Source: an optimization exercise on an open RTL-to-GDS flow (aim: small area, a short achievable clock period and few clock cycles). Production flows keep margins and buffers that such runs may drop. At most, simulation tests tie the RTL to the original design; equivalence was not proved. The RTL of runs 3 to 5 was laid out without a check of its function. Power and IR drop assume default switching activity.

### flow/design.v
module spram (
    input clk,
    input en,
    input wire [31:0] din,
    output wire [31:0] dout
);
reg [31:0] w [0:7];
integer i;
always @(posedge clk) begin
    if (en) begin
        for (i = 0; i < 7; i = i + 1) w[i] <= w[i+1];
        w[7] <= din;
    end
end
assign dout = w[0];
endmodule
module mat_trans (
    input clk,
    input rstn,
    input in_req,
    input in_vld,
    input out_ack,
    input wire [31:0] in_data,
    output in_ack,
    output reg out_req,
    output reg out_vld,
    output reg [31:0] out_data
);
reg vq;
reg [31:0] dq;
always @(posedge clk or negedge rstn) begin
    if (!rstn) vq <= 1'b0;
    else vq <= in_vld;
end
always @(posedge clk) dq <= in_data;
reg in_ack_q;
reg fr_on;           
reg fr_in;           
reg fr_out;          
reg st_full;         
reg mode;
reg [6:0] c;         
reg o_on;            
reg [6:0] o_n;       
reg in_done;         
reg [5:0] icnt;      
reg [7:0] sel;       
assign in_ack = in_ack_q;
wire in_grant  = in_req & in_ack_q;
wire out_grant = out_req & out_ack;
wire [6:0] lead = o_n - c;
wire can_ld = mode ? (lead[6:3] == 4'd0) : ((lead == 7'd0) | (o_n[2:0] == 3'd0));
wire ld     = o_on & fr_on & fr_out & can_ld;
wire ld_g   = out_grant & fr_on & fr_out & (c == 7'd0);
wire c0     = (c == 7'd0);
wire fstep  = c0 ? (!in_grant & fr_out & o_on & (lead != 7'd0) & !ld)
                 : ((lead != 7'd0) | ld);
wire step   = fr_on & (fr_in ? vq : fstep);
wire fr_last = step & (c == 7'd63);
reg fr_on_n, fr_in_n, fr_out_n, st_full_n, mode_n, pend_n, in_done_n;
reg [6:0] c_n;
always @(*) begin
    fr_on_n = fr_on; fr_in_n = fr_in; fr_out_n = fr_out;
    st_full_n = st_full; mode_n = mode; c_n = c; in_done_n = in_done;
    if (ld && o_n == 7'd63) fr_out_n = 1'b0;
    if (step) c_n = c + 7'd1;
    if (fr_last) fr_on_n = 1'b0;
    if (in_vld && icnt == 6'd63) in_done_n = 1'b1;
    if ((fr_last | !fr_on) & (st_full | in_grant)) begin
        fr_on_n = 1'b1;
        fr_in_n = in_grant;
        fr_out_n = st_full;
        st_full_n = in_grant;
        mode_n = ~mode;
        c_n = 7'd0;
    end else if (in_grant) begin
        fr_in_n = 1'b1;
        st_full_n = 1'b1;
    end
    if (in_grant) in_done_n = 1'b0;
    pend_n = in_grant ? 1'b1 : (out_grant ? 1'b0 : out_req);
end
wire [2:0] sidx = mode_n ? c_n[2:0] : c_n[5:3];
always @(posedge clk or negedge rstn) begin
    if (!rstn) begin
        fr_on <= 1'b0; fr_in <= 1'b0; fr_out <= 1'b0; st_full <= 1'b0;
        mode <= 1'b0; c <= 7'd0; out_req <= 1'b0; in_ack_q <= 1'b0;
        o_on <= 1'b0; o_n <= 7'd0; out_vld <= 1'b0; sel <= 8'd1;
        in_done <= 1'b0; icnt <= 6'd0;
    end else begin
        fr_on <= fr_on_n; fr_in <= fr_in_n; fr_out <= fr_out_n;
        st_full <= st_full_n; mode <= mode_n; c <= c_n;
        in_done <= in_done_n;
        out_req <= pend_n;
        in_ack_q <= !pend_n & (!fr_on_n | (fr_in_n ? in_done_n : c_n == 7'd0));
        sel <= 8'd1 << sidx;
        out_vld <= ld | ld_g;
        if (in_grant) icnt <= 6'd0;
        else if (in_vld) icnt <= icnt + 6'd1;
        if (out_grant) begin
            o_on <= 1'b1; o_n <= {6'd0, ld_g};
        end else if (ld) begin
            o_n <= o_n + 7'd1;
            if (o_n == 7'd63) o_on <= 1'b0;
        end
    end
end
wire [31:0] head [0:7];
genvar k;
generate for (k = 0; k < 8; k = k + 1) begin : g_ch
    spram u_ch (.clk(clk), .en(step & sel[k]), .din(dq), .dout(head[k]));
end endgenerate
wire [2:0] osel = mode ? o_n[2:0] : o_n[5:3];
always @(posedge clk) out_data <= head[osel];
endmodule
### flow/run.sh
#!/bin/bash
# synth_recipe.tcl (not shown) runs the flow's synth.tcl, then flattens the netlist and writes it again
# the make line also repeats each setting of config.mk as NAME=value (left out here)
make -C /OpenROAD-flow-scripts/flow DESIGN_CONFIG=/design/flow/config.mk WORK_HOME=/design/flow/orfs CLKGATE_MAP_FILE= SYNTH_SCRIPT=/design/flow/synth_recipe.tcl finish
### flow/config.mk
export PLATFORM = sky130hd
export DESIGN_NAME = mat_trans
export DESIGN_NICKNAME = mat_trans
export VERILOG_FILES = /design/flow/design.v
export SDC_FILE = /design/flow/constraint.sdc
export NUM_CORES = 4
export LEC_CHECK = 0
export CAP_MARGIN = 20
export CORE_MARGIN = 2
export CORE_UTILIZATION = 40
export PLACE_DENSITY = 0.6
export SLEW_MARGIN = 20
### flow/constraint.sdc
create_clock -name core_clock -period 6.0 [get_ports {clk}]
set_input_delay 1.2000 -clock core_clock [delete_from_list [all_inputs] [get_ports {clk}]]
set_output_delay 1.2000 -clock core_clock [all_outputs]
set_load 0.01 [all_outputs]
==> results.txt, run 1 <==
- **Port Buffers** 71
- **number of H-tree levels** 4
- **count of nets left with antenna violations after detail routing** 0
- **Critical Path Sink Type** flop
- **Row Count** 150
- **total count of hold-check failures in the final report** 0
- **fraction of layout cells with a size suffix above 1** 11.2%
- **most common cell after layout, fill and taps aside** edfxtp_1
- **initial antenna violation count** 7
- **count of different cell masters after synthesis** 69
- **most frequent cells in the layout** edfxtp_1 (2048), nand2_1 (211), clkbuf_16 (204)
- **cell count after synthesis** 2847
- **net count after synthesis** 2895
- **total number of nets in the final design** 3182
- **initial standard-cell utilization of the core** 40.3%
- **Pre-Repair DR Iteration Count** 5
- **maximum number of pins on one net before global-route repair** 97
- **routed len/inst** 19.0 um
- **clk root buf** clkbuf_16
- **number of buffers between clock root and the deepest sink** 3
- **combined area of all synthesized cells** 67500 um2
- **die footprint** 172000 um2
- **number of DRC markers in iteration 0** 2810
- **hold bufs inserted after CTS** 0
- **crit path DAT** 4550 ps
- **required time of the worst setup path** 6470 ps
- **Post-CTS Setup Inserts** 0
- **remaining max-slew budget at the tightest pin** 24.9%
- **clock sink total** 2151
- **clock network latency to the later pin of the worst-skew pair** 810 ps
- **outcome** finished clean
- **CTS-repair resized insts** 0
- **number of failing setup endpoints in the final timing report** 0
- **peak ir drop on the vdd network** 0.333 mV
- **Avg Synthesized Cell Area** 23.7 um2
- **critical path fanouts, max** 51
- **total track usage** 12.1%
- **post-route clock period utilization** 68.0%
- **Slew Limit Fails** 0
- **post-route minimum period** 4080 ps
- **Leak** 25.0 nW
- **Synth Flop Type** edfxtp_1
- **startpoint type of the worst setup path** input pin
- **number of top-level design ports** 72
- **Area Overhead vs Synth** 15.9%
- **max_cap viols** 0
- **via count of the first global-routing pass** 25200
- **count of vias placed by the detailed router** 25700
- **leftover overflow at the end of global routing** 0
- **cell count of the worst reg-to-reg path** 9
- **total routed wirelength** 105000 um
- **layout filler cell count** 13600
- **DIE HEIGHT** 415 um
- **final non-filler cell total** 5514
- **first-pass GRT wire length** 157000 um
- **CTS tree** done
- **proportion of synthesized flip-flops having asynchronous set or reset** 1.81%
- **sequential element share of the synthesized area** 94.5%
- **highest clock frequency the design can meet** 0.245 GHz
- **core region area** 167000 um2
- **post-synthesis sequential element count** 2151
- **Vias per Instance** 4.66
- **classification of the worst setup path** input pin to flop
- **setup clock skew after layout** 26.1 ps
- **total negative setup slack** 0 ps
- **Inserted Clock Buffers** 201
- **EDFF count, synth** 2048
- **Worst Tran Pin Value** 1120 ps
- **Horiz. Die Dim** 415 um
- **half-perimeter wire length after detailed placement** 58600 um
- **RSZ-0062 raised after global routing** no
- **clock transition at the register clock pins on the worst setup and hold paths after CTS** 60 ps
- **number of remaining DRC errors** 0
- **number of cells in the design after placement** 5135
- **total number of yosys warnings** 3
- **routability cong.** 0.795
- **hold path depth** 0
- **type of the tightest min-delay check** flop to flop
- **power density over cell area** 490 nW/um2
-- worst max-delay path, stage by stage --
cell and delay, ps:
clkdlybuf4s50_1 410, and2_0 390, a211o_1 320, a21o_1 200, and2_4 180, a211oi_4 560
and2_4 870, buf_12 340
-- layout make-up --
cell class / count / area [um2] / area share [%]
diodes: 5 / 12.5 / 0.0160
clock buffers: 254 / 5350 / 6.84
clock inverters: 120 / 1210 / 1.55
inverters: 16 / 60.1 / 0.0768
multi-input cells: 633 / 3520 / 4.50
flip-flops and latches: 2151 / 63800 / 81.5
well taps: 2204 / 2760 / 3.53
repair buffers: 131 / 1530 / 1.96
-- path summary, 6_finish.rpt --
check | from | endpoint | slack (ps)
worst min register to register | g_ch[3].u_ch.w[1][19] | g_ch[3].u_ch.w[0][19] | 400
max in group asynchronous | rstn | o_n[1] | 4900
worst max-delay path | in_req | g_ch[6].u_ch.w[7][14] | 1920
worst max register to register | c[2] | g_ch[6].u_ch.w[7][14] | 1980
min in group asynchronous | rstn | out_vld | 510
worst min-delay path | g_ch[3].u_ch.w[1][19] | g_ch[3].u_ch.w[0][19] | 400
-- cells in the mapped netlist (4+ instances only) --
library cell | instances | area share (%)
dfxtp_1 | 64 | 1.9
a221oi_1 | 5 | 0.065
a31oi_1 | 8 | 0.074
nand2_1 | 211 | 1.2
a22oi_1 | 8 | 0.089
o21ai_0 | 34 | 0.25
mux2i_1 | 11 | 0.16
and2_2 | 8 | 0.089
nor3b_1 | 5 | 0.056
nor3_1 | 12 | 0.089
edfxtp_1 | 2048 | 91
a2111oi_0 | 5 | 0.065
and3_1 | 4 | 0.037
ha_1 | 11 | 0.20
nor2b_1 | 5 | 0.046
or3_1 | 4 | 0.037
a21oi_1 | 41 | 0.30
nand3_1 | 105 | 0.78
nor2_1 | 47 | 0.26
xnor2_1 | 15 | 0.19
dfrtp_1 | 38 | 1.4
o22ai_1 | 11 | 0.10
clkbuf_1 | 37 | 0.21
inv_1 | 16 | 0.089
a211oi_1 | 5 | 0.056
a2bb2oi_1 | 6 | 0.078
buf_1 | 9 | 0.050
o211ai_1 | 6 | 0.067
nand4_1 | 12 | 0.11
nor4_1 | 4 | 0.037
-- per-layer routing --
layer / vias to the layer above / wire [um] / track usage [%]
met5: - / 0 / 0
met1: 13000 / 47200 / 16.9
met2: 598 / 49800 / 19.0
li1: 11900 / - / -
met4: 0 / 2820 / 4.38
met3: 195 / 4890 / 2.59
-- flip-flops by register name (all words and copies together) (netlist names), 6 cells and up --
name	flops
out_data	32
c	7
o_n	7
dq	32
g_ch.u_ch.w	2048
icnt	6
sel	8
-- cell families after synthesis --
kind of cell / synth area share (%)
and+or+nand+nor: 2.95
muxes: 0.197
AOI/OAI and AO/OA: 1.55
buffers and inverters: 0.352
adders and majority gates: 0.204
xor gates and xnor gates: 0.234
DFF: 94.5
-- report_power, final --
| part | leakage [nW] | internal [mW] | switching [mW] |
|---|---|---|---|
| sequential | 19.6 | 19.7 | 0.838 |
| combinational | 2.21 | 1.45 | 3.87 |
| clock | 3.20 | 7.30 | 5.17 |
| total | 25.0 | 28.4 | 9.88 |
-- stage by stage --
stage / setup WS (ps) / hold slack (ps) / instance area (um2) / util [%] / total power, mW
3_5_place_dp: 1140 / 405 / 71600 / 42.8 / 26.2
5_1_grt: 1740 / 407 / 78200 / 46.7 / 40.0
2_1_floorplan: 57.2 / 400 / 67500 / - / 23.9
4_1_cts: 1990 / 397 / 78200 / 46.7 / 38.8
6_report: 1920 / 402 / 78200 / 46.7 / 38.3
3_3_place_gp: 1100 / 400 / 71600 / 42.8 / 26.1
Testbench counts, summed over its fixed seeds: cycles 21,800.
==> run 2, diff against run 1 <==
==> flow/design.v (replaced) <==
module spram (
    input clk,
    input en,
    input wire [31:0] din,
    output wire [31:0] dout
);
reg [31:0] w [0:7];
integer i;
always @(posedge clk) begin
    if (en) begin
        for (i = 0; i < 7; i = i + 1) w[i] <= w[i+1];
        w[7] <= din;
    end
end
assign dout = w[0];
endmodule
module mat_trans (
    input clk,
    input rstn,
    input in_req,
    input in_vld,
    input out_ack,
    input wire [31:0] in_data,
    output in_ack,
    output reg out_req,
    output reg out_vld,
    output reg [31:0] out_data
);
reg in_ack_q;
reg fr_on;           
reg fr_in;           
reg fr_out;          
reg st_full;         
reg mode;
reg [6:0] c;         
reg o_on;            
reg [6:0] o_n;       
reg can_q;           
reg fl_q;            
reg [7:0] en_in;     
reg [7:0] en_fl;     
assign in_ack = in_ack_q;
wire in_grant  = in_req & in_ack_q;
wire out_grant = out_req & out_ack;
wire c_is0     = (c == 7'd0);
wire ld      = o_on & fr_on & fr_out & can_q;
wire ld_g    = out_grant & fr_on & fr_out & c_is0 & !o_on;
wire step    = (in_vld & fr_in) | fl_q;
wire fr_last = step & (c == 7'd63);
reg fr_on_n, fr_in_n, fr_out_n, st_full_n, mode_n, pend_n, o_on_n, fl_n, can_n;
reg [6:0] c_n, o_n_n, lead_n;
reg [7:0] sel_n;
always @(*) begin
    fr_on_n = fr_on; fr_in_n = fr_in; fr_out_n = fr_out;
    st_full_n = st_full; mode_n = mode; c_n = c;
    if (ld && o_n == 7'd63) fr_out_n = 1'b0;
    if (step) c_n = c + 7'd1;
    if (fr_last) fr_on_n = 1'b0;
    if ((fr_last | !fr_on) & (st_full | in_grant)) begin
        fr_on_n = 1'b1;
        fr_in_n = in_grant;
        fr_out_n = st_full;
        st_full_n = in_grant;
        mode_n = ~mode;
        c_n = 7'd0;
    end else if (in_grant) begin
        fr_in_n = 1'b1;
        st_full_n = 1'b1;
    end
    pend_n = in_grant ? 1'b1 : (out_grant ? 1'b0 : out_req);
    o_on_n = o_on; o_n_n = o_n;
    if (out_grant) begin
        o_on_n = 1'b1; o_n_n = {6'd0, ld_g};
    end else if (ld) begin
        o_n_n = o_n + 7'd1;
        if (o_n == 7'd63) o_on_n = 1'b0;
    end
    fl_n = fr_on_n & !fr_in_n &
           ((c_n != 7'd0) | (o_on_n & fr_out_n & (mode_n ? (o_n_n[6:3] != 4'd0) : (o_n_n != 7'd0))));
    lead_n = o_n_n - c_n;
    can_n = mode_n ? (lead_n[6:3] == 4'd0) : ((lead_n == 7'd0) | (o_n_n[2:0] == 3'd0));
    sel_n = 8'd1 << (mode_n ? c_n[2:0] : c_n[5:3]);
end
always @(posedge clk or negedge rstn) begin
    if (!rstn) begin
        fr_on <= 1'b0; fr_in <= 1'b0; fr_out <= 1'b0; st_full <= 1'b0;
        mode <= 1'b0; c <= 7'd0; out_req <= 1'b0; in_ack_q <= 1'b0;
        o_on <= 1'b0; o_n <= 7'd0; out_vld <= 1'b0; can_q <= 1'b0;
        fl_q <= 1'b0; en_in <= 8'd0; en_fl <= 8'd0;
    end else begin
        fr_on <= fr_on_n; fr_in <= fr_in_n; fr_out <= fr_out_n;
        st_full <= st_full_n; mode <= mode_n; c <= c_n;
        out_req <= pend_n;
        in_ack_q <= !pend_n & (!fr_on_n | (!fr_in_n & (c_n == 7'd0) & !fl_n));
        o_on <= o_on_n; o_n <= o_n_n; can_q <= can_n;
        out_vld <= ld | ld_g;
        fl_q <= fl_n;
        en_in <= (fr_on_n & fr_in_n) ? sel_n : 8'd0;
        en_fl <= fl_n ? sel_n : 8'd0;
    end
end
wire [31:0] head [0:7];
genvar k;
generate for (k = 0; k < 8; k = k + 1) begin : g_ch
    spram u_ch (.clk(clk), .en((in_vld & en_in[k]) | en_fl[k]), .din(in_data), .dout(head[k]));
end endgenerate
wire [2:0] osel = mode ? o_n[2:0] : o_n[5:3];
always @(posedge clk) out_data <= head[osel];
endmodule
==> run 2 against run 1 <==
  * Still clean on timing, DRC and antenna
  * Area after synthesis down 1.2%
  * Core utilization down 0.15 points
  * Worst setup slack got worse by 190 ps
  * Power is 4.9% higher
  * Sequential share of layout area up 0.60 points
  * Clock skew grew 3.5 ps
  * Routed wire length decreased by 6.6%
  * Worst hold slack lost 7.9 ps
  * Fmax fell by 4.4%
  * Sequential power up 9.8%
  * Combinational power grew 11%
  * Critical endpoint is now can_q
  * Largest cell class unchanged
  * Largest power group unchanged
==> results.txt, run 2 <==
- **outcome** finished clean
- **clk root buf** clkbuf_16
- **total count of hold-check failures in the final report** 0, unchanged
- **peak ir drop on the vdd network** 0.444 mV, +33%
- **die footprint** 170000 um2, -1.2%
- **most flop-heavy register** g_ch.u_ch.w
- **count of nets left with antenna violations after detail routing** 0, unchanged
- **Synth Flop Type** edfxtp_1
- **clock network latency to the later pin of the worst-skew pair** 800 ps, about the same
- **largest registers** g_ch.u_ch.w (2048), out_data (32)
- **classification of the worst setup path** input pin to flop
- **maximum number of pins on one net before global-route repair** 145, +49%
- **cell count after synthesis** 2733, -4.0%
- **CTS-repair resized insts** 0, unchanged
- **DIE HEIGHT** 412 um, -0.61%
- **number of buffers between clock root and the deepest sink** 3, unchanged
- **total number of nets in the final design** 3047, -4.2%
- **half-perimeter wire length after detailed placement** 50200 um, -14%
- **worst setup slack for register-to-register paths** 2240 ps, +260 ps
- **Seq pwr share** 55.9%, +2.4 points
- **hold bufs inserted after CTS** 0, unchanged
- **sequential element share of the synthesized area** 94.8%, +0.29 points
- **leftover overflow at the end of global routing** 0, unchanged
- **net count after synthesis** 2779, -4.0%
- **fraction of synthesized cell area taken by the top area cell type** 92.3%, +1.1 points
- **proportion of synthesized flip-flops having asynchronous set or reset** 1.93%, +0.12 points
- **Pre-Repair DR Iteration Count** 6, +1
- **initial antenna violation count** 5, -2
- **total negative setup slack** 0 ps, unchanged
- **Core Util, Final** 46.6%, -0.15 points
- **clock sink total** 2121, -1.4%
- **most frequent cells in the layout** edfxtp_1 (2048), clkbuf_16 (199), nand2_1 (149)
- **number of remaining DRC errors** 0, unchanged
- **crit path DAT** 4970 ps, +420 ps
- **Leak** 24.5 nW, -2.3%
- **Port Buffers** 71, unchanged
- **number of failing setup endpoints in the final timing report** 0, unchanged
- **type of the tightest min-delay check** flop to flop
- **first-pass GRT wire length** 150000 um, -4.2%
- **count of vias placed by the detailed router** 24800, -3.5%
- **via count of the first global-routing pass** 25300, +0.43%
- **post-route minimum period** 4270 ps, +187 ps
- **setup clock skew after layout** 29.5 ps, +3.45 ps
- **most area-hungry cell type in the Yosys netlist** edfxtp_1
- **total track usage** 11.6%, -0.56 points
- **switching power** 10.4 mW, +5.1%
- **required time of the worst setup path** 6700 ps, +230 ps
- **highest clock frequency the design can meet** 0.234 GHz, -4.4%
- **cell types with the largest area share after synthesis** edfxtp_1 (92%), dfrtp_1 (1.5%), dfxtp_1 (0.96%)
- **routability cong.** 0.726, -8.7%
- **most common cell after layout, fill and taps aside** edfxtp_1
- **Avg Synthesized Cell Area** 24.4 um2, +2.9%
- **final non-filler cell total** 5356, -2.9%
- **clock transition at the register clock pins on the worst setup and hold paths after CTS** 60 ps, about the same
- **count of different cell masters after synthesis** 75, +8.7%
- **power density over cell area** 522 nW/um2, +6.7%
- **initial standard-cell utilization of the core** 40.3%, +0.041 points
- **routed len/inst** 18.3 um, -3.9%
- **share of total power in the clock network** 29.4%, -3.2 points
- **number of H-tree levels** 4, unchanged
- **number of diodes** 0, -5
- **combined area of all synthesized cells** 66600 um2, -1.2%
- **post-route clock period utilization** 71.1%, +3.1 points
- **total routed wirelength** 97800 um, -6.6%
- **EDFF count, synth** 2048, unchanged
- **flip-flop count of the largest register after layout** 2048, unchanged
- **critical path fanouts, max** 12, -76%
- **RSZ-0062 raised after global routing** no
- **number of top-level design ports** 72, unchanged
- **leading cell types by count after synthesis** edfxtp_1 (2048), nand2_1 (149), nor2_1 (61)
- **number of cells in the design after placement** 4990, -2.8%
- **internal power summed over all cells** 29.8 mW, +4.8%
- **CTS tree** done
- **max_cap viols** 0, unchanged
- **switching power share of the total** 25.9%, +0.054 points
- **Inserted Clock Buffers** 195, -3.0%
- **Horiz. Die Dim** 412 um, -0.61%
- **total number of yosys warnings** 3, unchanged
- **combinational cell fraction of total power** 14.7%, +0.8 points
- **post-synthesis sequential element count** 2121, -1.4%
- **Row Count** 149, -0.67%
- **Area Overhead vs Synth** 15.4%
- **remaining max-slew budget at the tightest pin** 28.3%, +3.4 points
- **number of DRC markers in iteration 0** 1955, -30%
- **fraction of layout cells with a size suffix above 1** 11.4%, +0.20 points
- **Slew Limit Fails** 0, unchanged
- **Vias per Instance** 4.63, -0.69%
- **most common cell in the synthesized netlist** edfxtp_1
- **Worst Tran Pin Value** 1080 ps, -46.6 ps
- **startpoint type of the worst setup path** input pin
- **Critical Path Sink Type** flop
- **core region area** 165000 um2, -1.3%
- **Post-CTS Setup Inserts** 0, unchanged
run 2: cell count changes in the layout (fill, tap and decap cells not counted), sizes merged, moves of 13 or more:
cell	change
a21oi	+16
dfxtp	-32
nand2	-61
nor2	+13
a22oi	+17
nand3	-61
run 2: routing by layer:
metal | up-vias | track usage (%) | wire length [um]
li1 | 11500 | - | -
met2 | 507 | 17.9 | 45200
met5 | - | 0 | 34
met4 | 6 | 3.95 | 2210
met1 | 12600 | 16.3 | 45900
met3 | 193 | 2.69 | 4440
run 2: cells by family after synthesis:
| group | after synthesis | synth area share [%] |
|---|---|---|
| DFF | 2121 | 94.8 |
| AOI/OAI and AO/OA | 218 | 2.30 |
| adders and majority gates | 9 | 0.169 |
| xor gates and xnor gates | 15 | 0.197 |
| buffers and inverters | 65 | 0.411 |
| muxes | 11 | 0.177 |
| and+or+nand+nor | 294 | 1.93 |
run 2: worst paths after layout:
path,from,to,depth (start not counted)
worst max-delay path,in_vld,can_q,14
worst min-delay path,g_ch[7].u_ch.w[5][16],g_ch[7].u_ch.w[4][16],0
worst max register to register,in_ack_q,can_q,11
worst min register to register,g_ch[7].u_ch.w[5][16],g_ch[7].u_ch.w[4][16],0
max in group asynchronous,rstn,c[3],1
min in group asynchronous,rstn,in_ack_q,1
run 2: layout make-up:
class	count	area, um2
sequential	2121	63200
timing repair buffer	123	1460
fill	13400	88300
clock buffer	266	5350
tap	2189	2740
inverter	13	48.8
clock inverter	97	861
multi-input combinational	547	3290
run 2: power by group through the flow:
stage | Clock (mW) | Combinational, mW | Sequential [mW]
final | 11.8 | 5.90 | 22.5
after floorplan | 0 | 3.26 | 23.0
after global routing | 12.7 | 6.49 | 22.8
after detailed placement | 0 | 6.04 | 22.8
after global placement | 0 | 5.88 | 22.6
after CTS | 12.2 | 6.05 | 22.5
run 2: worst max-delay path, cell delays in order:
cell and delay [ps]:
clkdlybuf4s50_1 500, buf_4 230, a21oi_1 90, buf_4 190, nor3_1 370, a21boi_2 190, nand2b_1 200, ha_1 270
nor2b_1 130, o21a_1 180, or4_1 470, a32oi_1 200, or3b_2 480, o311ai_2 240
run 2: stage by stage:
stage | hold WS [ps] | total power [mW] | area (um2) | setup WS, ps
3_5_place_dp | 405 | 28.9 | 70600 | 983
6_report | 395 | 40.2 | 76900 | 1730
2_1_floorplan | 400 | 26.3 | 66600 | -1110
5_1_grt | 411 | 42.0 | 76900 | 1650
3_3_place_gp | 400 | 28.5 | 70600 | 1000
4_1_cts | 402 | 40.7 | 76800 | 1850
Testbench counts of run 2, summed over its fixed seeds: cycles 21,640.
==> run 3, diff against run 2 <==
==> flow/design.v (replaced) <==
module spram (
    input clk,
    input en,
    input wire [31:0] din,
    output wire [31:0] dout
);
reg [31:0] w [0:7];
integer i;
always @(posedge clk) begin
    if (en) begin
        for (i = 0; i < 7; i = i + 1) w[i] <= w[i+1];
        w[7] <= din;
    end
end
assign dout = w[0];
endmodule
module mat_trans (
    input clk,
    input rstn,
    input in_req,
    input in_vld,
    input out_ack,
    input wire [31:0] in_data,
    output in_ack,
    output reg out_req,
    output reg out_vld,
    output reg [31:0] out_data
);
reg in_ack_q;
reg fr_on;           
reg fr_in;           
reg fr_out;          
reg st_full;         
reg mode;
reg [5:0] c;         
reg c0_q, c63_q;     
reg o_on;            
reg [5:0] o_n;       
reg [3:0] lead;      
reg can_q;           
reg fl_q;            
reg [7:0] en_in;     
reg [7:0] en_fl;     
reg [7:0] osel;      
assign in_ack = in_ack_q;
wire in_grant  = in_req & in_ack_q;
wire out_grant = out_req & out_ack;
wire ld      = o_on & fr_on & fr_out & can_q;
wire ld_g    = out_grant & fr_on & fr_out & c0_q & !o_on;
wire step    = (in_vld & fr_in) | fl_q;
wire fr_last = step & c63_q;
wire open    = (fr_last | !fr_on) & (st_full | in_grant);
wire o_last  = (o_n == 6'd63);
reg fr_on_n, fr_in_n, fr_out_n, st_full_n, mode_n, pend_n, o_on_n, fl_n, can_n;
reg c0_n, c63_n;
reg [5:0] c_n, o_n_n;
reg [3:0] lead_n;
always @(*) begin
    fr_on_n   = open | (fr_on & !fr_last);
    fr_in_n   = open ? in_grant : (fr_in | in_grant);
    fr_out_n  = open ? st_full : (fr_out & !(ld & o_last));
    st_full_n = open ? in_grant : (st_full | in_grant);
    mode_n    = mode ^ open;
    c_n       = open ? 6'd0 : (step ? c + 6'd1 : c);
    c0_n      = open | (c0_q & !step);
    c63_n     = !open & (step ? (c == 6'd62) : c63_q);
    pend_n    = in_grant | (out_req & !out_grant);
    o_on_n = o_on; o_n_n = o_n;
    if (out_grant) begin
        o_on_n = 1'b1; o_n_n = {5'd0, ld_g};
    end else if (ld) begin
        o_n_n = o_n + 6'd1;
        if (o_last) o_on_n = 1'b0;
    end
    if (open | out_grant) lead_n = {3'd0, ld_g};
    else lead_n = lead + {3'd0, ld} - {3'd0, step};
    can_n = mode_n ? !lead_n[3] : ((lead_n == 4'd0) | (o_n_n[2:0] == 3'd0));
    fl_n = fr_on_n & !fr_in_n &
           ((fl_q & !open) | (o_on_n & fr_out_n & (mode_n ? lead_n[3] : (lead_n != 4'd0))));
end
always @(posedge clk or negedge rstn) begin
    if (!rstn) begin
        fr_on <= 1'b0; fr_in <= 1'b0; fr_out <= 1'b0; st_full <= 1'b0;
        mode <= 1'b0; c <= 6'd0; c0_q <= 1'b1; c63_q <= 1'b0;
        out_req <= 1'b0; in_ack_q <= 1'b0;
        o_on <= 1'b0; o_n <= 6'd0; lead <= 4'd0; out_vld <= 1'b0; can_q <= 1'b0;
        fl_q <= 1'b0; en_in <= 8'd0; en_fl <= 8'd0; osel <= 8'd1;
    end else begin
        fr_on <= fr_on_n; fr_in <= fr_in_n; fr_out <= fr_out_n;
        st_full <= st_full_n; mode <= mode_n; c <= c_n;
        c0_q <= c0_n; c63_q <= c63_n;
        out_req <= pend_n;
        in_ack_q <= !pend_n & (!fr_on_n | (!fr_in_n & c0_n & !fl_n));
        o_on <= o_on_n; o_n <= o_n_n; lead <= lead_n; can_q <= can_n;
        out_vld <= ld | ld_g;
        fl_q <= fl_n;
        en_in <= (fr_on_n & fr_in_n) ? (8'd1 << (mode_n ? c_n[2:0] : c_n[5:3])) : 8'd0;
        en_fl <= fl_n ? (8'd1 << (mode_n ? c_n[2:0] : c_n[5:3])) : 8'd0;
        osel <= 8'd1 << (mode_n ? o_n_n[2:0] : o_n_n[5:3]);
    end
end
wire [31:0] head [0:7];
genvar k;
generate for (k = 0; k < 8; k = k + 1) begin : g_ch
    spram u_ch (.clk(clk), .en((in_vld & en_in[k]) | en_fl[k]), .din(in_data), .dout(head[k]));
end endgenerate
reg [31:0] omux;
integer j;
always @(*) begin
    omux = 32'd0;
    for (j = 0; j < 8; j = j + 1) omux = omux | (head[j] & {32{osel[j]}});
end
always @(posedge clk) out_data <= omux;
endmodule
--- a/flow/config.mk
+++ b/flow/config.mk
@@ -10,3 +10,4 @@
 export CORE_UTILIZATION = 40
 export PLACE_DENSITY = 0.6
+export SETUP_SLACK_MARGIN = 3.5
 export SLEW_MARGIN = 20
==> run 3 against run 2 <==
  * Sequential share of layout area rose by 1.2 points
  * Largest power group unchanged
  * Clock skew rose by 3.0 ps
  * Highest routed layer unchanged
  * Sequential cell count rose by 12
  * Die area fell by 0.99%
  * Power fell by 6.7%
  * Critical endpoint is now en_fl[1]
  * Still clean on timing, DRC and antenna
==> results.txt, run 3 <==
- **outcome** finished clean
- **via count of the first global-routing pass** 24600, -2.8%
- **Avg Synthesized Cell Area** 26.3 um2, +8.0%
- **number of cells in the design after placement** 4765, -4.5%
- **leftover overflow at the end of global routing** 0, unchanged
- **most common cell after layout, fill and taps aside** edfxtp_1
- **routed len/inst** 19.4 um, +6.4%
- **total negative setup slack** 0 ps, unchanged
- **post-route clock period utilization** 45.5%, -26 points
- **routability cong.** 0.788, +8.6%
- **Slew Limit Fails** 0, unchanged
- **cell types with the largest area share after synthesis** edfxtp_1 (93%), dfrtp_1 (1.9%), a22oi_1 (1.5%)
- **DIE HEIGHT** 410 um, -0.50%
- **proportion of synthesized flip-flops having asynchronous set or reset** 2.48%, +0.55 points
- **RSZ-0062 raised after global routing** yes
- **classification of the worst setup path** input pin to flop
- **maximum number of pins on one net before global-route repair** 162, +12%
- **first-pass GRT wire length** 151000 um, +0.50%
- **initial standard-cell utilization of the core** 40.1%, -0.22 points
- **crit path DAT** 3400 ps, -1570 ps
- **Area Overhead vs Synth** 15.6%
- **count of nets left with antenna violations after detail routing** 0, unchanged
- **post-route minimum period** 2730 ps, -1540 ps
- **buffer and inverter count on the worst path** 2, -1
- **fraction of synthesized cell area taken by the top area cell type** 93.2%, +0.93 points
- **half-perimeter wire length after detailed placement** 52200 um, +4.0%
- **family with the most delay on the worst path** compound AO/OA/AOI/OAI gates
- **most frequent cells in the layout** edfxtp_1 (2048), clkbuf_16 (196), a22oi_1 (128)
- **Critical Path Sink Type** flop
- **total number of nets in the final design** 2837, -6.9%
- **critical path fanouts, max** 4, -8
- **clock transition at the register clock pins on the worst setup and hold paths after CTS** 60 ps, about the same
- **total count of hold-check failures in the final report** 0, unchanged
- **placed inst area** 69800 um2, -1.1%
- **cell count after synthesis** 2505, -8.3%
- **critical-path cell list** buf_12 -> a21oi_4 -> xnor2_2 -> ha_2 -> fa_2 -> nor2_2 -> a21o_1 -> a22oi_2 -> a21o_1 -> a41oi_4 -> clkbuf_16 -> nor3_2
- **highest clock frequency the design can meet** 0.366 GHz, +56%
- **EDFF count, synth** 2048, unchanged
- **CTS tree** done
- **net count after synthesis** 2549, -8.3%
- **number of remaining DRC errors** 0, unchanged
- **leading cell types by count after synthesis** edfxtp_1 (2048), a22oi_1 (128), dfrtp_1 (51)
- **post-synthesis sequential element count** 2133, +0.57%
- **peak ir drop on the vdd network** 0.334 mV, -25%
- **flip-flop count of the largest register after layout** 2048, unchanged
- **Synth Flop Type** edfxtp_1
- **number of buffers between clock root and the deepest sink** 3, unchanged
- **die footprint** 168000 um2, -0.99%
- **Pre-Repair DR Iteration Count** 5, -1
- **Vias per Instance** 4.65, +0.45%
- **remaining max-slew budget at the tightest pin** 22.8%, -5.5 points
- **fraction of layout cells with a size suffix above 1** 14.2%, +2.8 points
- **most common cell in the synthesized netlist** edfxtp_1
- **startpoint type of the worst setup path** input pin
- **core region area** 164000 um2, -0.45%
- **power density over cell area** 491 nW/um2, -5.9%
- **clock sink total** 2133, +0.57%
- **number of failing setup endpoints in the final timing report** 0, unchanged
- **clock network latency to the later pin of the worst-skew pair** 800 ps, about the same
- **most flop-heavy register** g_ch.u_ch.w
- **number of DRC markers in iteration 0** 2441, +25%
- **number of top-level design ports** 72, unchanged
- **Core Util, Final** 46.4%, -0.20 points
- **cell at the slowest stage of the critical path** fa_2
- **Inserted Clock Buffers** 192, -1.5%
- **Leak** 24.0 nW, -1.9%
- **clk root buf** clkbuf_16
- **initial antenna violation count** 7, +2
- **largest registers** g_ch.u_ch.w (2048), out_data (32)
- **number of H-tree levels** 4, unchanged
- **Port Buffers** 71, unchanged
- **required time of the worst setup path** 6670 ps, -30 ps
- **total number of yosys warnings** 3, unchanged
- **count of different cell masters after synthesis** 56, -25%
- **Row Count** 149, unchanged
- **setup clock skew after layout** 32.5 ps, +2.97 ps
- **sequential element share of the synthesized area** 96.2%, +1.4 points
- **final non-filler cell total** 5145, -3.9%
- **type of the tightest min-delay check** flop to flop
- **count of vias placed by the detailed router** 23900, -3.5%
- **design area** 76200 um2, -0.89%
- **most area-hungry cell type in the Yosys netlist** edfxtp_1
- **hold bufs inserted after CTS** 0, unchanged
- **Horiz. Die Dim** 410 um, -0.50%
- **most frequent CP cell** a21o_1
- **total track usage** 11.9%, +0.29 points
- **combined area of all synthesized cells** 66000 um2, -1.0%
- **Worst Tran Pin Value** 1160 ps, +82.3 ps
- **delay of the slowest cell on the worst path** 450 ps, -50 ps
- **total routed wirelength** 100000 um, +2.2%
- **max_cap viols** 0, unchanged
-- run 3: kinds of logic (layout without fill, tap and decap cells) --
logic type	Yosys count	after routing	share of synthesized area (%)
other	0	4	0
AO/OA/AOI/OAI	177	177	2.03
flip-flops	2133	2133	96.2
AND/OR/NAND/NOR	133	133	1.09
XOR/XNOR	11	11	0.175
multiplexers	5	5	0.0797
buffers and inverters	39	486	0.249
adder cells (fa/ha/maj)	7	7	0.144
-- run 3: worst reg2reg max path, delay by kind of cell, from the launching register on --
family | cells | cell delay, ps
buffers and inverters | 1 | 210
flip-flops | 1 | 390
AO/OA/AOI/OAI | 4 | 650
AND/OR/NAND/NOR | 3 | 460
XOR/XNOR | 1 | 140
adder cells (fa/ha/maj) | 2 | 740
-- run 3: through the flow --
step                      hold WS [ps]  total power, mW  setup slack [ps]
after detailed placement           405             26.0              1070
after CTS                          388             37.9              3360
after floorplan                    400             23.9              2560
after global routing               395             39.0              3260
after global placement             400             25.7              1250
final                              392             37.5              3270
-- run 3: cell type report --
type                       count  area [um2]
tap                         2189        2740
inverter                      10        37.5
timing repair buffer         123        1340
multi-input combinational    333        2500
clock inverter                97         885
fill                       13200       88200
sequential                  2133       63500
antenna                        4        10.0
clock buffer                 256        5190
-- run 3: routing by layer --
| metal | GRT usage [%] | vias to the layer above | part of all wire [%] | wire (um) |
|---|---|---|---|---|
| met5 | 0 | - | 0.024 | 24 |
| met4 | 4.78 | 4 | 2.8 | 2780 |
| met3 | 2.57 | 213 | 5.0 | 4970 |
| met2 | 18.5 | 538 | 48 | 47800 |
| met1 | 16.4 | 12400 | 44 | 44300 |
| li1 | - | 10800 | - | - |
-- run 3: final timing paths --
| path | end | slack [ps] | depth (start not counted) | startpoint |
|---|---|---|---|---|
| worst max register to register | en_fl[1] | 3320 | 11 | o_on |
| min in group asynchronous | osel[5] | 440 | 1 | rstn |
| max in group asynchronous | osel[3] | 5040 | 1 | rstn |
| worst min register to register | g_ch[3].u_ch.w[2][1] | 390 | 0 | g_ch[3].u_ch.w[3][1] |
| worst min-delay path | g_ch[3].u_ch.w[2][1] | 390 | 0 | g_ch[3].u_ch.w[3][1] |
| worst max-delay path | en_fl[1] | 3270 | 12 | in_vld |
-- run 3: timing repair --
| action | CTS | global route |
|---|---|---|
| setup buffers | 15 | 7 |
| endpoints found under the setup margin | 1787 | 27 |
| gates resized for setup | 215 | 6 |
| hold endpoints to repair | 0 | 0 |
| cloned | 0 | 1 |
| pin swaps | 5 | 10 |
-- run 3: where the power goes --
part,leakage [nW],internal (mW),switching [mW]
logic,1.53,1.01,2.89
registers,19.5,20.7,1.19
clock network,2.95,6.64,5.01
==> run 4, diff against run 3 <==
--- a/flow/config.mk
+++ b/flow/config.mk
@@ -6,8 +6,9 @@
 export NUM_CORES = 4
 export LEC_CHECK = 0
+export ABC_CLOCK_PERIOD_IN_PS = 2500
 export CAP_MARGIN = 20
 export CORE_MARGIN = 2
-export CORE_UTILIZATION = 40
-export PLACE_DENSITY = 0.6
+export CORE_UTILIZATION = 65
+export PLACE_DENSITY = 0.75
 export SETUP_SLACK_MARGIN = 3.5
 export SLEW_MARGIN = 20
==> run 4 against run 3 <==
  * Critical path depth stayed put
  * Synthesized cell count is the same
  * Clock skew hardly changed
  * Sequential share of layout area increased by 1.6 points
  * Area after synthesis stayed put
  * Combinational power grew 3%
  * Non-clock buffer count increased by 3
  * Largest cell class unchanged
  * Highest routed layer unchanged
==> results.txt, run 4 <==
- **most frequent cells in the layout** edfxtp_1 (2048), clkbuf_16 (189), a22oi_1 (128)
- **type of the tightest min-delay check** flop to flop
- **RSZ-0062 raised after global routing** yes
- **number of top-level design ports** 72, unchanged
- **combinational family with the most area after synthesis** compound AO/OA/AOI/OAI gates
- **maximum number of pins on one net before global-route repair** 137, -15%
- **post-synthesis sequential element count** 2133, unchanged
- **startpoint type of the worst setup path** input pin
- **outcome** finished clean
- **net count after synthesis** 2549, unchanged
- **CTS tree** done
- **total number of nets in the final design** 2836, -0.035%
- **critical path fanouts, max** 9, +5
- **clock sink total** 2133, unchanged
- **Slew Limit Fails** 0, unchanged
- **Pre-Repair DR Iteration Count** 7, +2
- **DIE HEIGHT** 323 um, -21%
- **setup clock skew after layout** 32.0 ps, -0.497 ps
- **Row Count** 116, -22%
- **total track usage** 23.0%, +11 points
- **Horiz. Die Dim** 323 um, -21%
- **half-perimeter wire length after detailed placement** 53100 um, +1.7%
- **Area Overhead vs Synth** 13.4%
- **classification of the worst setup path** input pin to flop
- **critical-path cell list** buf_12 -> a21oi_4 -> xnor2_2 -> ha_2 -> fa_1 -> nor2_2 -> a21o_1 -> a22oi_2 -> a21o_1 -> a41oi_4 -> buf_12 -> nor3_1
- **peak ir drop on the vdd network** 0.317 mV, -5.2%
- **most flop-heavy register** g_ch.u_ch.w
- **worst setup slack for register-to-register paths** 3370 ps, +50 ps
- **required time of the worst setup path** 6680 ps, about the same
- **cell types with the largest area share after synthesis** edfxtp_1 (93%), dfrtp_1 (1.9%), a22oi_1 (1.5%)
- **leading cell types by count after synthesis** edfxtp_1 (2048), a22oi_1 (128), dfrtp_1 (51)
- **buffer and inverter count on the worst path** 2, unchanged
- **proportion of synthesized flip-flops having asynchronous set or reset** 2.48%, unchanged
- **cell count of the worst reg-to-reg path** 11, unchanged
- **total negative setup slack** 0 ps, unchanged
- **Critical Path Sink Type** flop
- **hold bufs inserted after CTS** 0, unchanged
- **hold path depth** 0, unchanged
- **destination of the worst hold path** g_ch[0].u_ch.w[1][25]
- **total number of yosys warnings** 3, unchanged
- **Inserted Clock Buffers** 186, -3.1%
- **total routed wirelength** 117000 um, +17%
- **count of vias placed by the detailed router** 25000, +4.7%
- **most area-hungry cell type in the Yosys netlist** edfxtp_1
- **Worst Hold Launch** g_ch[0].u_ch.w[2][25]
- **remaining max-slew budget at the tightest pin** 23.0%, +0.25 points
- **initial antenna violation count** 7, unchanged
- **Leak** 23.8 nW, -0.61%
- **Avg Synthesized Cell Area** 26.3 um2, unchanged
- **EDFF count, synth** 2048, unchanged
- **post-route minimum period** 2680 ps, -44.0 ps
- **Vias per Instance** 5.82, +25%
- **cell count after synthesis** 2505, unchanged
- **count of nets left with antenna violations after detail routing** 0, unchanged
- **fraction of synthesized area in multiplexers** 0.0797%, unchanged
- **clock transition at the register clock pins on the worst setup and hold paths after CTS** 60 ps, about the same
- **Synth Flop Type** edfxtp_1
- **number of H-tree levels** 4, unchanged
- **capture instance of the worst register-to-register path** en_fl[6]
- **share of synthesized cell area in and, or, nand and nor gates** 1.09%, unchanged
- **flip-flop count of the largest register after layout** 2048, unchanged
- **leftover overflow at the end of global routing** 0, unchanged
- **clock network latency to the later pin of the worst-skew pair** 770 ps, -30 ps
- **post-route clock period utilization** 44.7%, -0.73 points
- **die footprint** 104000 um2, -38%
- **clk root buf** clkbuf_16
- **largest registers** g_ch.u_ch.w (2048), out_data (32)
- **xor-xnor portion of the synthesized cell area** 0.175%, unchanged
- **family with the most delay on the worst path** compound AO/OA/AOI/OAI gates
- **fraction of synthesized cell area taken by the top area cell type** 93.2%, unchanged
- **core region area** 100000 um2, -39%
- **Port Buffers** 71, unchanged
- **routed len/inst** 27.1 um, +40%
- **number of diodes** 0, -4
- **number of remaining DRC errors** 0, unchanged
- **most common cell after layout, fill and taps aside** edfxtp_1
- **first-pass GRT wire length** 171000 um, +13%
- **max_cap viols** 0, unchanged
- **initial standard-cell utilization of the core** 65.8%, +26 points
- **origin of the critical flop-to-flop path** o_on
- **via count of the first global-routing pass** 25800, +4.9%
- **cell at the slowest stage of the critical path** fa_1
- **count of different cell masters after synthesis** 56, unchanged
- **power density over cell area** 503 nW/um2, +2.3%
- **most common cell in the synthesized netlist** edfxtp_1
- **post-synthesis adder-cell area fraction** 0.144%, unchanged
- **Worst Setup SP** in_vld
- **number of buffers between clock root and the deepest sink** 3, unchanged
- **combined area of all synthesized cells** 66000 um2, unchanged
- **delay of the slowest cell on the worst path** 520 ps, +70 ps
- **number of DRC markers in iteration 0** 3048, +25%
- **total count of hold-check failures in the final report** 0, unchanged
- **Worst Tran Pin Value** 1150 ps, -3.72 ps
- **compound-cell area share of the yosys netlist** 2.03%, unchanged
- **crit path DAT** 3360 ps, -40 ps
- **fraction of layout cells with a size suffix above 1** 13.5%, -0.68 points
- **Core Util, Final** 74.6%, +28 points
- **sequential element share of the synthesized area** 96.2%, unchanged
- **number of failing setup endpoints in the final timing report** 0, unchanged
- **highest clock frequency the design can meet** 0.372 GHz, +1.6%
- **routability cong.** 0.807, +2.4%
-- run 4: cell counts after synthesis --
Identical to the previous run, type by type.
-- run 4: cell families after synthesis --
| group | count (synthesis) |
|---|---|
| and+or+nand+nor | 133 |
| xor gates and xnor gates | 11 |
| DFF | 2133 |
| muxes | 5 |
| AOI/OAI and AO/OA | 177 |
| adders and majority gates | 7 |
| buffers and inverters | 39 |
-- run 4: power by group --
group | leakage, nW | total [mW] | internal [mW] | switching, mW
clock network | 2.84 | 11.6 | 6.37 | 5.25
registers | 19.5 | 22.0 | 20.7 | 1.23
logic | 1.49 | 4.00 | 0.913 | 3.09
-- run 4: routing by layer --
layer,global-route usage (%),routed length [um],share of wire [%],vias to the layer above
li1,-,-,-,10800
met1,32.5,46100,39,13000
met2,37.1,59300,51,1089
met3,4.54,8300,7.1,209
met4,7.44,3000,2.6,8
met5,0,54,0.046,-
-- run 4: repair_timing --
item | in CTS | in global routing
gates resized for setup | 187 | 6
setup buffers | 16 | 6
cloned | 0 | 2
endpoints found under the setup margin | 2050 | 172
pin swaps | 4 | 3
-- run 4: worst max-delay path by stage --
stage | endpoint | slack [ps] | cells after the start
2_1_floorplan | g_ch[0].u_ch.w[0][0] | 2560 | 2
3_3_place_gp | en_fl[0] | 1400 | 11
3_5_place_dp | en_fl[3] | 1190 | 11
4_1_cts | in_ack | 3430 | 1
5_1_grt | en_fl[6] | 3240 | 12
6_report | en_fl[6] | 3320 | 12
-- run 4: area by class of cell --
class | count | area [um2]
clock buffers | 238 | 4940
repair buffers | 126 | 1240
clock inverters | 103 | 906
flip-flops and latches | 2133 | 63500
multi-input cells | 335 | 2470
well taps | 1357 | 1700
inverters | 10 | 37.5
fillers | 4974 | 25500
-- run 4: worst register-to-register path, stage by stage (launching register included) --
cell and delay (ps):
dfrtp_1 400, and4_4 220, xnor2_2 140, ha_2 200, fa_1 520, nor2_2 50
a21o_1 200, a22oi_2 140, a21o_1 170, a41oi_4 120, buf_12 170, nor3_1 210
-- run 4: metrics by stage --
step / std cells / hold slack [ps] / power [mW] / cell area (um2) / worst slack (ps)
2_1_floorplan: 2505 / 400 / 23.9 / 66000 / 2560
3_3_place_gp: 3936 / 400 / 25.4 / 68700 / 1400
3_5_place_dp: 3936 / 405 / 25.9 / 68700 / 1190
4_1_cts: 4293 / 402 / 37.8 / 74700 / 3430
5_1_grt: 4302 / 408 / 38.9 / 74800 / 3240
6_report: 4302 / 401 / 37.6 / 74800 / 3320
==> run 5, diff against run 4 <==
--- a/flow/config.mk
+++ b/flow/config.mk
@@ -9,6 +9,7 @@
 export CAP_MARGIN = 20
 export CORE_MARGIN = 2
-export CORE_UTILIZATION = 65
-export PLACE_DENSITY = 0.75
+export CORE_UTILIZATION = 75
+export CTS_CLUSTER_SIZE = 30
+export PLACE_DENSITY = 0.85
 export SETUP_SLACK_MARGIN = 3.5
 export SLEW_MARGIN = 20
==> run 5 against run 4 <==
  * The run now fails in clock tree synthesis (4_1_cts)
  * Synthesized cell count unchanged
  * Area after synthesis unchanged
==> results.txt, run 5 <==
- **outcome** stopped before the end
- **stage where the run ended** clock tree synthesis (4_1_cts)
- **first error in the log** [ERROR DPL-0033] detailed placement checks failed during check placement.
- **EDFF count, synth** 2048, unchanged
- **hold bufs inserted after CTS** 0, unchanged
- **DIE HEIGHT** 301 um, -6.8%
- **combined area of all synthesized cells** 66000 um2, unchanged
- **number of cells in the design after placement** 3729, -5.3%
- **clk root buf** clkbuf_16
- **initial standard-cell utilization of the core** 75.8%, +10 points
- **Post-CTS Setup Inserts** 25, +9
- **Synth Flop Type** edfxtp_1
- **Avg Synthesized Cell Area** 26.3 um2, unchanged
- **number of buffers between clock root and the deepest sink** 3, unchanged
- **Horiz. Die Dim** 301 um, -6.8%
- **most area-hungry cell type in the Yosys netlist** edfxtp_1
- **sequential element share of the synthesized area** 96.2%, unchanged
- **routability cong.** 0.831, +2.9%
- **proportion of synthesized flip-flops having asynchronous set or reset** 2.48%, unchanged
- **CTS-repair resized insts** 207, +11%
- **fraction of synthesized cell area taken by the top area cell type** 93.2%, unchanged
- **most common cell in the synthesized netlist** edfxtp_1
- **Port Buffers** 71, unchanged
- **Inserted Clock Buffers** 185, -0.54%
- **net count after synthesis** 2549, unchanged
- **cell types with the largest area share after synthesis** edfxtp_1 (93%), dfrtp_1 (1.9%), a22oi_1 (1.5%)
- **cell count after synthesis** 2505, unchanged
- **post-synthesis sequential element count** 2133, unchanged
- **clock sink total** 2133, unchanged
- **leading cell types by count after synthesis** edfxtp_1 (2048), a22oi_1 (128), dfrtp_1 (51)
- **worst setup slack after placement** 1100 ps, -84.6 ps
- **count of different cell masters after synthesis** 56, unchanged
- **number of top-level design ports** 72, unchanged
- **number of H-tree levels** 4, unchanged
- **half-perimeter wire length after detailed placement** 55100 um, +3.7%
- **placed inst area** 68500 um2, -0.37%
- **total number of yosys warnings** 3, unchanged
- **Row Count** 108, -6.9%
## run 5: cells by family after synthesis
family / Yosys count / share of synthesized area, %
XOR/XNOR: 11 / 0.175
AND/OR/NAND/NOR: 133 / 1.09
flip-flops: 2133 / 96.2
multiplexers: 5 / 0.0797
adder cells (fa/ha/maj): 7 / 0.144
AO/OA/AOI/OAI: 177 / 2.03
buffers and inverters: 39 / 0.249
## run 5: how the worst min path moves through the flow
stage	from	endpoint	slack, ps	cells past startpoint
3_3_place_gp	g_ch[0].u_ch.w[7][26]	g_ch[0].u_ch.w[6][26]	400	0
2_1_floorplan	g_ch[0].u_ch.w[1][0]	g_ch[0].u_ch.w[0][0]	400	0
3_5_place_dp	g_ch[0].u_ch.w[2][8]	g_ch[0].u_ch.w[1][8]	400	0
## run 5: power groups by stage
stage	Combinational [mW]	Sequential (mW)	Clock, mW
after detailed placement	3.81	22.2	0
after floorplan	2.20	21.7	0
after global placement	3.49	21.8	0

==> port drivers added, routing unchanged <==
How much do the figures lean on ideal ports? The routed layouts below were timed once more, with nothing changed but the port constraints. Step 1 assumes that a clkbuf_16 drives the clock port and a buf_2 every other input. Step 2 adds t to the input delays and takes it off the output delays; t is the mean of the earliest and latest rising clock arrival at the registers after step 1. Input paths then give back, and output paths get back, about the clock's delay inside the block. a / b / c = no drivers / after step 1 / after step 2; a / b = the first two.
run	t, ns	setup slack, ns	worst hold slack (ns)
run 1	0.875	1.920 / 1.972 / 1.097	0.402 / 0.402 / 0.402
run 2	0.860	1.733 / 1.777 / 0.917	0.395 / 0.395 / 0.395
run 3	0.859	3.271 / 3.284 / 2.425	0.392 / 0.392 / 0.392
run 4	0.831	3.315 / 3.335 / 2.504	0.401 / 0.401 / 0.401
After both steps setup and hold are still met in every run listed. The setup slack of run 3, which loses most, moves by +0.013 ns with the drivers and by -0.846 ns with both steps.
